Background: an optimization exercise with open tools, aiming at small area, a short achievable clock period and few clock cycles. Do not read the settings as production practice. The RTL was checked by simulation tests, not by an equivalence proof against the original design. Power is estimated from default activity; no workload was simulated.

## potato_cpu
module potato_cpu(input clk, input rst_n, input [7:0] start_pc,
      input [15:0] mem_rdata,
      output [7:0] mem_addr, output mem_we, output [15:0] mem_wdata,
      output halted, output [15:0] out);
  reg [127:0] R;         
  reg [15:0] ir;         
  reg        iv;         
  reg        fv;         
  reg [7:0]  nf;         
  reg [7:0]  lf;         
  reg        rf;         
  reg        ldp;        
  reg [2:0]  ldr;        
  reg [7:0]  ea;         
  reg        eok;        
  reg [15:0] outr;       
  reg [7:0]  sa;         
  reg [7:0]  sb;         
  reg        s_n, s_l, s_r, s_a;    
  reg        f_mem;      
  reg        f_ldr;      
  reg        f_halt;     
  reg        f_add;      
  reg        f_sum;      
  wire is_alu   = ir[15] & ~ir[14] & ir[13];          
  wire is_mov   = ir[15] & ir[14] & ~ir[13];          
  wire is_movim = is_mov & ir[12];
  wire is_cmp   = is_alu & ~ir[12] & ir[11];
  wire is_and   = is_alu & ir[12] & ~ir[11];
  wire is_mvn   = is_alu & ir[12] & ir[11];
  wire halt    = iv & f_halt;
  wire ready   = iv & ~ldp;
  wire stall   = ready & f_mem & ~eok;
  ...
Settings: LEC_CHECK=0, CAP_MARGIN=20, CORE_MARGIN=2, CORE_UTILIZATION=55, SETUP_SLACK_MARGIN=2.0, SLEW_MARGIN=20; clock period 5.5 ns.
standard.sh (not shown) runs the stock make flow with config.mk's settings and CLKGATE_MAP_FILE= SYNTH_SCRIPT=/design/flow/synth_recipe.tcl, a recipe that flattens the netlist after the stock synthesis.
==> flow/flow/run.sh <==
#!/bin/bash
# Own layout flow: the standard ORFS flow, with the I/O port buffers made
# from plain buffers (sky130_fd_sc_hd__buf_2) instead of delay cells, and the
# resizer free to change a cell's footprint. Everything else is standard.
set -euo pipefail
cd "$(dirname "$0")/.."
bash standard.sh MATCH_CELL_FOOTPRINT=0 "BUFFER_PORTS_ARGS=-buffer_cell sky130_fd_sc_hd__buf_2" finish > flow_make.log 2>&1
The starting point produced a clean layout.
Testbench counts at the start, summed over its fixed seeds: cycles 17,907.
Edit:
ABC_AREA = 1   (was default)
SETUP_SLACK_MARGIN = 1.0   (was 2.0)
Power rose by about 17%.
Wire length climbs by about 6%.
Via count climbs by about 15%.
Setup slack degrades by 0.33 ns.
Synthesized cell count grows by about 45%.
Critical path depth goes up by 10.
Cell count came out higher by about 30%.
Worst hold slack is worse by 0.014 ns.
Clock-buffer cell count climbs by 9.
Combinational power goes up by 40%.
Final area goes down by about 0.32%.
Edit:
ABC_AREA = default   (was 1)
CORE_UTILIZATION = 50   (was 55)
CTS_BUF_LIST = sky130_fd_sc_hd__clkbuf_8   (was default)
CTS_CLUSTER_DIAMETER = 200   (was default)
CTS_CLUSTER_SIZE = 14   (was default)
SETUP_SLACK_MARGIN = 1.5   (was 1.0)
Total power shrinks by 29%.
Clock-buffer cell count shrinks by 20.
Critical path depth decreases by 10.
Via count is lower by about 15%.
Synthesized cell count shrinks by about 30%.
Worst hold slack is better by 0.021 ns.
Routed wire length shrinks by about 7%.
Clock power shrinks by 46%.
Setup slack gains 0.32 ns.
Edit:
CORE_UTILIZATION = 55   (was 50)
CTS_BUF_LIST = default   (was sky130_fd_sc_hd__clkbuf_8)
CTS_CLUSTER_DIAMETER = default   (was 200)
CTS_CLUSTER_SIZE = default   (was 14)
PLACE_DENSITY = 0.75   (was default)
What happened: The new run finished clean. Global-route usage goes up by 2.6 points. Worst setup slack is worse by 0.16 ns. Fmax shrinks by about 4%. Via count is higher by 5.1%. Worst hold slack is about the same. Flip-flop and latch count stays the same. Total power goes up by about 17%. Synthesized cell count does not change.
Edit:
CTS_BUF_LIST = sky130_fd_sc_hd__clkbuf_8   (was default)
CTS_CLUSTER_DIAMETER = 200   (was default)
CTS_CLUSTER_SIZE = 16   (was default)
PLACE_DENSITY = default   (was 0.75)
Non-clock buffer count does not change.
Synthesized area stays the same.
Total power came out lower by about 14%.
Synthesized cell count is unchanged.
Routed wire length rises by 2.4%.

========
The RTL this note starts from:
==> flow/design.v <==
module pfx_add #(parameter W = 16) (input [W-1:0] a, input [W-1:0] b, output [W-1:0] s);
  reg [W-1:0] g, p;
  integer l, i, k;
  always @* begin
    g = a & b;
    p = a ^ b;
    for (l = 1; l < W; l = l * 2)
      for (i = 0; i < W; i = i + 1)
        if (i & l) begin
          k = (i & ~(l - 1)) - 1;
          g[i] = g[i] | (p[i] & g[k]);
          p[i] = p[i] & p[k];
        end
  end
  assign s = (a ^ b) ^ {g[W-2:0], 1'b0};
endmodule
module potato_cpu(input clk, input rst_n, input [7:0] start_pc,
      input [15:0] mem_rdata,
      output [7:0] mem_addr, output mem_we, output [15:0] mem_wdata,
      output halted, output [15:0] out);
  reg [127:0] R;         
  reg [15:0] ir;         
  reg        iv;         
  reg        fv;         
  reg [7:0]  nf;         
  reg [7:0]  lf;         
  reg        rf;         
  reg        ldp;        
  reg [2:0]  ldr;        
  reg [7:0]  ea;         
  reg        eok;        
  reg [15:0] outr;       
  reg [7:0]  sa;         
  reg [7:0]  sb;         
  reg        s_n, s_l, s_r, s_a;    
  reg        f_mem;      
  reg        f_ldr;      
  reg        f_halt;     
  reg        f_add;      
  reg        f_sum;      
  wire is_alu   = ir[15] & ~ir[14] & ir[13];          
  wire is_mov   = ir[15] & ir[14] & ~ir[13];          
  wire is_movim = is_mov & ir[12];
  wire is_cmp   = is_alu & ~ir[12] & ir[11];
  wire is_and   = is_alu & ir[12] & ~ir[11];
  wire is_mvn   = is_alu & ir[12] & ir[11];
  wire halt    = iv & f_halt;
  wire ready   = iv & ~ldp;
  wire stall   = ready & f_mem & ~eok;
  wire exec    = ready & ~stall;
  wire use_ea  = ready & f_mem & eok;
  wire load_ir = ~ldp & ~halt & ~stall;
  reg [15:0] a, b;
  integer j;
  always @* begin
    a = 16'd0;
    b = 16'd0;
    for (j = 0; j < 8; j = j + 1) begin
      a = a | ({16{sa[j]}} & R[16*j +: 16]);
      b = b | ({16{sb[j]}} & R[16*j +: 16]);
    end
  end
  wire [15:0] bb = ({16{s_n}} & b) | ({16{s_l}} & {b[14:0], 1'b0})
                 | ({16{s_r}} & {s_a & b[15], b[15:1]})
                 | ({16{f_ldr}} & {{11{ir[4]}}, ir[4:0]});
  wire [15:0] sum;
  pfx_add #(16) add16(.a(a), .b(bb), .s(sum));
  wire [15:0] lres = is_and ? (a & bb) : (is_mvn ? ~bb : bb);    
  wire [15:0] res  = f_sum ? sum : lres;
  wire        wr_ex = exec & ((is_alu & ~is_cmp) | is_mov);
  wire        wen   = ldp | wr_ex;
  wire [2:0]  wa    = ldp ? ldr : (is_movim ? ir[10:8] : ir[7:5]);
  wire [15:0] wde   = ldp ? mem_rdata : {{8{ir[7]}}, ir[7:0]};
  wire        wsum  = ~ldp & f_add;
  wire [15:0] wd    = wsum ? sum : ((ldp | is_movim) ? wde : lres);
  genvar gi;
  generate for (gi = 0; gi < 8; gi = gi + 1) begin : rfw
    always @(posedge clk) if (wen && wa == gi) R[16*gi +: 16] <= wd;
  end endgenerate
  wire out_en = exec & ((is_alu & ~is_cmp) | (is_mov & ~ir[12]) | f_mem);
  always @(posedge clk) if (out_en) outr <= res;
  wire [15:0] nir = load_ir ? mem_rdata : ir;
  wire        n_ldr = ~nir[15];
  wire        n_str = nir[15] & ~nir[14] & ~nir[13];
  wire        n_sh  = nir[15] & (nir[14] ^ nir[13]);   
  wire [2:0]  n_rb  = n_str ? nir[7:5] : nir[2:0];
  wire [15:0] c;
  assign c = R[16*nir[10:8] +: 16];
  wire        wr_erl = ldp | (exec & is_movim);      
  wire [7:0]  eab = (wr_erl & (wa == nir[10:8])) ? wde[7:0] : c[7:0];
  wire [7:0]  ea_n;
  pfx_add #(8) add8(.a(eab), .b({{3{nir[4]}}, nir[4:0]}), .s(ea_n));
  wire hazard  = use_ea & ~f_ldr & fv & (ea == lf);
  wire refetch = rf | (stall & fv);
  assign mem_addr  = ~rst_n ? start_pc : (use_ea ? ea : (refetch ? lf : nf));
  assign mem_we    = use_ea & ~f_ldr;
  assign mem_wdata = b;
  always @(posedge clk) begin
    if (~rst_n) begin
      nf  <= start_pc + 8'd1;
      lf  <= start_pc;
      rf  <= 1'b0;
      fv  <= 1'b1;
      iv  <= 1'b0;
      ldp <= 1'b0;
    end else begin
      if (~use_ea & ~refetch) begin
        lf <= nf;
        nf <= nf + 8'd1;
      end
      rf  <= hazard;
      fv  <= ~use_ea;
      ldp <= use_ea & f_ldr;
      if (load_ir) iv <= fv & ~hazard;
    end
    ldr <= ir[7:5];
    if (load_ir) ir <= mem_rdata;
    sa     <= 8'd1 << nir[10:8];
    sb     <= 8'd1 << n_rb;
    s_n    <= ~n_ldr & ~(n_sh & (nir[4] | nir[3]));
    s_l    <= n_sh & ~nir[4] & nir[3];
    s_r    <= n_sh & nir[4];
    s_a    <= nir[3];
    f_mem  <= n_ldr | n_str;
    f_ldr  <= n_ldr;
    f_halt <= nir[15] & nir[14] & nir[13];
    f_add  <= nir[15] & ~nir[14] & nir[13] & ~nir[12] & ~nir[11];
    f_sum  <= n_ldr | (nir[15] & ~nir[14] & nir[13] & ~nir[12] & ~nir[11]);
    ea     <= ea_n;
    eok    <= ~(wen & ~wr_erl & (wa == nir[10:8]));
  end
  assign halted = halt;
  assign out = outr;
endmodule
clock: 5.5 ns
lec_check: 0
cap_margin: 20
core_margin: 2
core_utilization: 55
cts_buf_list: sky130_fd_sc_hd__clkbuf_8
cts_cluster_diameter: 200
cts_cluster_size: 14
setup_slack_margin: 1.5
slew_margin: 20
==> flow/flow/run.sh <==
#!/bin/bash
# Own layout flow: the standard ORFS flow, with the I/O port buffers made
# from plain buffers (sky130_fd_sc_hd__buf_1) instead of delay cells, and the
# resizer free to change a cell's footprint. Everything else is standard.
set -euo pipefail
cd "$(dirname "$0")/.."
bash standard.sh MATCH_CELL_FOOTPRINT=0 "BUFFER_PORTS_ARGS=-buffer_cell sky130_fd_sc_hd__buf_1" finish > flow_make.log 2>&1
The first run completed with no timing, DRC or antenna violations.
Testbench counts at the start, summed over its fixed seeds: cycles 17,907.
Edit:
==> flow/flow/run.sh (replaced) <==
#!/bin/bash
# Own layout flow: the standard ORFS flow, with the I/O port buffers made
# from plain buffers (sky130_fd_sc_hd__buf_2) instead of delay cells, and the
# resizer free to change a cell's footprint. Everything else is standard.
set -euo pipefail
cd "$(dirname "$0")/.."
bash standard.sh MATCH_CELL_FOOTPRINT=0 "BUFFER_PORTS_ARGS=-buffer_cell sky130_fd_sc_hd__buf_2" finish > flow_make.log 2>&1
- CTS_BUF_LIST: sky130_fd_sc_hd__clkbuf_8 -> default
- CTS_CLUSTER_DIAMETER: 200 -> default
- CTS_CLUSTER_SIZE: 14 -> default
- SETUP_SLACK_MARGIN: 1.5 -> 1.2
The new run went through all stages and came out clean.
Global-route usage goes down by 0.44 points.
Total power goes up by 17%.
Cell count goes down by about 1%.
Die area stays the same.
Synthesized area stays the same.
Critical path depth goes down by 1.
Non-clock buffer count goes down by 23.
Clock skew goes down by 0.021 ns.
Maximum frequency goes down by about 4%.
Routed wire length goes down by 0.57%.
Edit:
- CORE_UTILIZATION: 55 -> 65
- CTS_BUF_LIST: default -> sky130_fd_sc_hd__clkbuf_4 sky130_fd_sc_hd__clkbuf_8
- CTS_CLUSTER_SIZE: default -> 20
- SETUP_SLACK_MARGIN: 1.2 -> 1.5
- The new run went through all stages and came out clean
- design area climbs slightly
- first-iteration DRC count falls by roughly a tenth
- area after synthesis is unchanged
- global-route usage came out higher by 6.0 points
- via count rose by a few percent
- power came out lower by a few percent
- die area drops by about a fifth
- wire length came out higher slightly
- sequential power stays flat
- sequential cell count stays the same
Edit:
- ABC_AREA: default -> 1
- CORE_UTILIZATION: 65 -> 55
- CTS_BUF_LIST: sky130_fd_sc_hd__clkbuf_4 sky130_fd_sc_hd__clkbuf_8 -> default
- CTS_CLUSTER_SIZE: 20 -> default
Result:
- critical path depth decreases by 5
- wire length increases by 8.1%
- total power increases by 24%
Edit:
- ABC_AREA: 1 -> default
- SETUP_SLACK_MARGIN: 1.5 -> 1.7
Outcome: Count of clock-buffer cells in the layout falls by 8. Critical path depth rises by 1. First-iteration DRC count falls by 1.7%. Worst setup slack loses 0.19 ns.
Edit:
- CORE_UTILIZATION: 55 -> 50
- CTS_BUF_LIST: default -> sky130_fd_sc_hd__clkbuf_16
- CTS_CLUSTER_DIAMETER: default -> 200
- CTS_CLUSTER_SIZE: default -> 24
- SETUP_SLACK_MARGIN: 1.7 -> 1.5
Effect: Design area decreases by 6.3%; worst hold slack stays flat; core utilization goes down by 10 points; power decreases by 15%.

========
RTL: the design.v shown in full above, as it stands there.
==> flow/config.mk <==
export PLATFORM = sky130hd
export DESIGN_NAME = potato_cpu
export DESIGN_NICKNAME = potato_cpu
export VERILOG_FILES = /design/flow/design.v
export SDC_FILE = /design/flow/constraint.sdc
export NUM_CORES = 4
export LEC_CHECK = 0
export CAP_MARGIN = 20
export CORE_MARGIN = 2
export CORE_UTILIZATION = 50
export CTS_BUF_LIST = sky130_fd_sc_hd__clkbuf_8
export CTS_CLUSTER_DIAMETER = 200
export CTS_CLUSTER_SIZE = 14
export SETUP_SLACK_MARGIN = 1.6
export SLEW_MARGIN = 20
==> flow/constraint.sdc <==
create_clock -name core_clock -period 5.5 [get_ports {clk}]
set_input_delay 1.1000 -clock core_clock [delete_from_list [all_inputs] [get_ports {clk}]]
set_output_delay 1.1000 -clock core_clock [all_outputs]
set_load 0.01 [all_outputs]
==> flow/flow/run.sh <==
#!/bin/bash
# Own layout flow: the standard ORFS flow, with the I/O port buffers made
# from plain buffers (sky130_fd_sc_hd__buf_2) instead of delay cells, and the
# resizer free to change a cell's footprint. Everything else is standard.
set -euo pipefail
cd "$(dirname "$0")/.."
bash standard.sh MATCH_CELL_FOOTPRINT=0 "BUFFER_PORTS_ARGS=-buffer_cell sky130_fd_sc_hd__buf_2" finish > flow_make.log 2>&1
Testbench counts at the start, summed over its fixed seeds: cycles 17,907.
Then changed:
Settings changed: CORE_UTILIZATION 50 to 45, SETUP_SLACK_MARGIN 1.6 to 1.5.
Sequential cell count stays the same.
Total power shrinks by 1.2%.
Clock-buffer cell count does not change.
First-iteration DRC count drops by about 2.6%.
Via count drops by about 0.8%.
Then changed:
Settings changed: CORE_UTILIZATION 45 to 55, CTS_BUF_LIST sky130_fd_sc_hd__clkbuf_8 to unset, CTS_CLUSTER_DIAMETER 200 to unset, CTS_CLUSTER_SIZE 14 to unset.
Effect:
- The new run finished with timing, DRC and antenna clean
- routed wire length goes down by 0.89%
- non-clock buffer count shrinks by 17
- fmax hardly moves
- clock skew came out lower by 0.019 ns
- via count goes up by 0.63%
- cell count fell by 4.6%
- global-route usage grows by 6.5 points
- register-to-register slack stays flat
- design area came out higher by 2.0%
- worst setup slack gains 0.0097 ns

========
== old ==
Starts from the design.v that is shown in full above.
export LEC_CHECK = 0
export CAP_MARGIN = 20
export CORE_MARGIN = 2
export CORE_UTILIZATION = 45
export CTS_BUF_LIST = sky130_fd_sc_hd__clkbuf_16
export CTS_CLUSTER_DIAMETER = 200
export CTS_CLUSTER_SIZE = 24
export SETUP_SLACK_MARGIN = 1.5
export SLEW_MARGIN = 20
create_clock -name core_clock -period 5.5 [get_ports {clk}]
Scripts as last shown in full above: flow/flow/run.sh
old went all the way through synthesis, placement and routing and the layout is clean on timing, DRC and antenna.
Testbench counts of old, summed over its fixed seeds: cycles 17,907.
For new, these inputs were changed with respect to old:
Settings: changing CORE_UTILIZATION from 45 to 55; changing SETUP_SLACK_MARGIN from 1.5 to 1.7.
Notes after the runs:
- Min fraction of power consumed by combinational cells across old and new: old
- Looking at uppermost metal layer occupied by signal nets, the met4 result is from old; the met5 one comes from new.
- Diff old -> new | global-route track usage on met1 | increase of 7.4 points
- Compared to old, the router laid down less metal wire for new.
- Re flip-flop and latch count: no difference whatsoever between new and old.

========
Starts from the design.v that is shown in full above.
clock: 5.5 ns
lec_check: 0
cap_margin: 20
core_margin: 2
core_utilization: 55
cts_buf_list: sky130_fd_sc_hd__clkbuf_16
cts_cluster_diameter: 200
cts_cluster_size: 24
setup_slack_margin: 1.5
slew_margin: 20
Scripts as last shown in full above: flow/flow/run.sh
The starting point passed the timing, DRC and antenna checks.
Testbench counts at the start, summed over its fixed seeds: cycles 17,907.
Rerun with:
CTS_BUF_LIST = sky130_fd_sc_hd__clkbuf_8   (was sky130_fd_sc_hd__clkbuf_16)
CTS_CLUSTER_DIAMETER = default   (was 200)
CTS_CLUSTER_SIZE = 30   (was 24)
The new run passed the timing, DRC and antenna checks.
Setup slack improves by 0.0057 ns.
Clock skew came out higher by 0.020 ns.
Critical path depth grows by 3.
Routed wire length climbs by 0.49%.
Final area is higher by 3.7%.
Synthesized cell count does not change.

[static timing again, ports no longer ideal]
In the flow no input, the clock included, has a driving cell. The finished layouts below were timed again as built, in two steps.
Step 1: set_driving_cell puts a clkbuf_16 on clk and a buf_2 on each other input, an assumption about the parent block.
Step 2 times the ports against the registers' clock, not the clock port: input delays grow and output delays shrink by t, the midpoint of the rising clock arrivals with the driver on.
Three values: ideal ports, drivers, drivers and shift; two values: the first two.
| run | t (ns) | setup WS [ns] | worst data-port slew with drivers (ns) |
|---|---|---|---|
| the first run of note 1 | 0.577 | 1.642 / 1.642 / 1.467 | 0.03 |
| the second run of note 1 | 0.585 | 1.310 / 1.310 / 1.080 | 0.03 |
| the third run of note 1 | 0.581 | 1.629 / 1.629 / 1.246 | 0.04 |
| the fourth run of note 1 | 0.578 | 1.464 / 1.464 / 1.321 | 0.05 |
| the fifth run of note 1 | 0.567 | 1.638 / 1.638 / 1.286 | 0.04 |
| the first run of note 2 | 0.560 | 1.531 / 1.531 / 1.204 | 0.06 |
| the second run of note 2 | 0.572 | 1.362 / 1.362 / 1.044 | 0.06 |
| the third run of note 2 | 0.581 | 1.504 / 1.504 / 1.176 | 0.04 |
| the fourth run of note 2 | 0.587 | 1.710 / 1.710 / 1.329 | 0.03 |
| the fifth run of note 2 | 0.571 | 1.518 / 1.518 / 1.295 | 0.03 |
| the sixth run of note 2 | 0.528 | 1.598 / 1.598 / 1.220 | 0.04 |
| the first run of note 3 | 0.605 | 1.616 / 1.616 / 1.177 | 0.05 |
| the second run of note 3 | 0.589 | 1.558 / 1.558 / 1.257 | 0.05 |
| the third run of note 3 | 0.579 | 1.567 / 1.567 / 1.178 | 0.04 |
| old | 0.534 | 1.683 / 1.683 / 1.231 | 0.06 |
| new | 0.524 | 1.462 / 1.462 / 1.439 | 0.03 |
| the first run of note 5 | 0.534 | 1.554 / 1.554 / 1.198 | 0.04 |
| the second run of note 5 | 0.589 | 1.560 / 1.560 / 1.179 | 0.04 |
After both steps setup and hold are still met in every run listed. The setup slack of old, which loses most, moves by 0.000 ns with the drivers and by -0.452 ns with both steps.
